This design comes from an exercise in tuning for small area, a short achievable clock period and few clock cycles per item on the open sky130 flow, not from production work.
No activity file was given, so power comes from the tool's default toggle rates.

==> flow/design.v <==
module fft_4pt #(
    parameter DATA_WIDTH = 16
) (
    input clk,
    input rst_n,
    input data_valid_in,
    input  signed [DATA_WIDTH-1:0] x0_r,
    input  signed [DATA_WIDTH-1:0] x0_i,
    input  signed [DATA_WIDTH-1:0] x1_r,
    input  signed [DATA_WIDTH-1:0] x1_i,
    input  signed [DATA_WIDTH-1:0] x2_r,
    input  signed [DATA_WIDTH-1:0] x2_i,
    input  signed [DATA_WIDTH-1:0] x3_r,
    input  signed [DATA_WIDTH-1:0] x3_i,
    output data_valid_out,
    output signed [DATA_WIDTH+1:0] X0_r,
    output signed [DATA_WIDTH+1:0] X0_i,
    output signed [DATA_WIDTH+1:0] X1_r,
    output signed [DATA_WIDTH+1:0] X1_i,
    output signed [DATA_WIDTH+1:0] X2_r,
    output signed [DATA_WIDTH+1:0] X2_i,
    output signed [DATA_WIDTH+1:0] X3_r,
    output signed [DATA_WIDTH+1:0] X3_i
);
    localparam K  = 9;                      
    localparam S1 = DATA_WIDTH + 1;         
    localparam HW = S1 - K;                 
    wire signed [S1-1:0] A_r = x0_r + x2_r, A_i = x0_i + x2_i;
    wire signed [S1-1:0] B_r = x0_r - x2_r, B_i = x0_i - x2_i;
    wire signed [S1-1:0] C_r = x1_r + x3_r, C_i = x1_i + x3_i;
    wire signed [S1-1:0] D_r = x1_r - x3_r, D_i = x1_i - x3_i;
    wire [K-1:0] Al_r = x0_r[K-1:0] + x2_r[K-1:0], Al_i = x0_i[K-1:0] + x2_i[K-1:0];
    wire [K-1:0] Bl_r = x0_r[K-1:0] - x2_r[K-1:0], Bl_i = x0_i[K-1:0] - x2_i[K-1:0];
    wire [K-1:0] Cl_r = x1_r[K-1:0] + x3_r[K-1:0], Cl_i = x1_i[K-1:0] + x3_i[K-1:0];
    wire [K-1:0] Dl_r = x1_r[K-1:0] - x3_r[K-1:0], Dl_i = x1_i[K-1:0] - x3_i[K-1:0];
    wire [K:0] L0_r = {1'b0, Al_r} + {1'b0, Cl_r};
    wire [K:0] L0_i = {1'b0, Al_i} + {1'b0, Cl_i};
    wire [K:0] L1_r = {1'b0, Bl_r} + {1'b0, Dl_i};
    wire [K:0] L1_i = {1'b0, Bl_i} + {1'b0, ~Dl_r} + 1'b1;
    wire [K:0] L2_r = {1'b0, Al_r} + {1'b0, ~Cl_r} + 1'b1;
    wire [K:0] L2_i = {1'b0, Al_i} + {1'b0, ~Cl_i} + 1'b1;
    wire [K:0] L3_r = {1'b0, Bl_r} + {1'b0, ~Dl_i} + 1'b1;
    wire [K:0] L3_i = {1'b0, Bl_i} + {1'b0, Dl_r};
    reg [K:0] R0_r, R0_i, R1_r, R1_i, R2_r, R2_i, R3_r, R3_i;
    reg [HW-1:0] Ah_r, Ah_i, Bh_r, Bh_i, Ch_r, Ch_i, Dh_r, Dh_i;
    always @(posedge clk) begin
        R0_r <= L0_r;  R0_i <= L0_i;  R1_r <= L1_r;  R1_i <= L1_i;
        R2_r <= L2_r;  R2_i <= L2_i;  R3_r <= L3_r;  R3_i <= L3_i;
        Ah_r <= A_r[S1-1:K];  Ah_i <= A_i[S1-1:K];
        Bh_r <= B_r[S1-1:K];  Bh_i <= B_i[S1-1:K];
        Ch_r <= C_r[S1-1:K];  Ch_i <= C_i[S1-1:K];
        Dh_r <= D_r[S1-1:K];  Dh_i <= D_i[S1-1:K];
    end
    reg valid_s1;
    always @(posedge clk or negedge rst_n) begin
        if (!rst_n) valid_s1 <= 1'b0;
        else        valid_s1 <= data_valid_in;
    end
    function automatic [HW:0] hadd(input [HW-1:0] p, input [HW-1:0] q, input ci);
        hadd = {p[HW-1], p} + {q[HW-1], q} + {{HW{1'b0}}, ci};
    endfunction
    wire [HW:0] H0_r = hadd(Ah_r,  Ch_r, R0_r[K]);
    wire [HW:0] H0_i = hadd(Ah_i,  Ch_i, R0_i[K]);
    wire [HW:0] H1_r = hadd(Bh_r,  Dh_i, R1_r[K]);
    wire [HW:0] H1_i = hadd(Bh_i, ~Dh_r, R1_i[K]);
    wire [HW:0] H2_r = hadd(Ah_r, ~Ch_r, R2_r[K]);
    wire [HW:0] H2_i = hadd(Ah_i, ~Ch_i, R2_i[K]);
    wire [HW:0] H3_r = hadd(Bh_r, ~Dh_i, R3_r[K]);
    wire [HW:0] H3_i = hadd(Bh_i,  Dh_r, R3_i[K]);
    assign X0_r = {H0_r, R0_r[K-1:0]};  assign X0_i = {H0_i, R0_i[K-1:0]};
    assign X1_r = {H1_r, R1_r[K-1:0]};  assign X1_i = {H1_i, R1_i[K-1:0]};
    assign X2_r = {H2_r, R2_r[K-1:0]};  assign X2_i = {H2_i, R2_i[K-1:0]};
    assign X3_r = {H3_r, R3_r[K-1:0]};  assign X3_i = {H3_i, R3_i[K-1:0]};
    assign data_valid_out = valid_s1;
endmodule
Settings: LEC_CHECK=0, CAP_MARGIN=20, CORE_MARGIN=2, CORE_UTILIZATION=75, CTS_BUF_LIST=sky130_fd_sc_hd__clkbuf_4 sky130_fd_sc_hd__clkbuf_8, CTS_CLUSTER_DIAMETER=80, CTS_CLUSTER_SIZE=25, SLEW_MARGIN=20, BUFFER_PORTS_ARGS=-buffer_cell sky130_fd_sc_hd__buf_1; clock period 3.0 ns.
standard.sh (not shown) runs the stock make flow with config.mk's settings and CLKGATE_MAP_FILE= SYNTH_SCRIPT=/design/flow/synth_recipe.tcl, a recipe that flattens the netlist after the stock synthesis.
==> flow/flow/run.sh <==
#!/bin/bash
# The standard layout (standard.sh), with the port buffers that buffer_ports
# inserts made of plain buf_1 cells instead of its default delay buffer.
set -euo pipefail
cd "$(dirname "$0")/.."
echo "export BUFFER_PORTS_ARGS = -buffer_cell sky130_fd_sc_hd__buf_1" >> config.mk
bash standard.sh > standard.log 2>&1
The starting point never finished: it broke off in global routing (5_1_grt) with GRT-0232.
Next try:
Settings changed: CORE_UTILIZATION 75 to 62.
This time the run finished but failed the layout checks on setup timing.
Synthesized cell count stays the same.
Area after synthesis stays the same.
Next try:
Settings changed: CAP_MARGIN 20 to 0, CTS_CLUSTER_DIAMETER 80 to 60, CTS_CLUSTER_SIZE 25 to 16, GPL_TIMING_DRIVEN set to 0, SLEW_MARGIN 20 to 0.
Result:
- The new run finished but failed the layout checks on setup timing
- sequential cell count is unchanged
- core utilization falls by 1.5 points
- via count came out lower by 1.9%
- routed wire length fell by 0.44%
- clock-buffer cell count falls by 1
- design area falls by 2.0%
- worst hold slack stays flat
- die area does not change
- clock power shrinks by about 7%
No run of this note included a check of the RTL's function; only the layout flow was run.

## separate check: timing with driven ports
How much do the figures lean on ideal ports? The routed layouts below were timed once more, with nothing changed but the port constraints. Step 1 (the two cells are an assumption about what drives the block):
set clk [get_ports {clk}]
set_driving_cell -lib_cell sky130_fd_sc_hd__clkbuf_16 $clk
set_driving_cell -lib_cell sky130_fd_sc_hd__buf_2 [delete_from_list [all_inputs] $clk]
Step 2 times the ports against the registers' clock, not the clock port: input delays grow and output delays shrink by t, the midpoint of the rising clock arrivals with the driver on. Three values: ideal ports, drivers, drivers and shift; two values: the first two.
run | t (ns) | slack for setup (ns) | slew at the worst register clock pin (ns) | worst data-port slew with drivers (ns) | cell pins on the clock port's net
the second run | 0.500 | -0.120 / -0.166 / -0.377 | 0.10 / 0.10 | 0.07 | 1
the third run | 0.500 | -0.085 / -0.132 / -0.411 | 0.09 / 0.09 | 0.07 | 1
The setup slack of the third run, which loses most, moves by -0.047 ns with the drivers and by -0.326 ns with both steps.
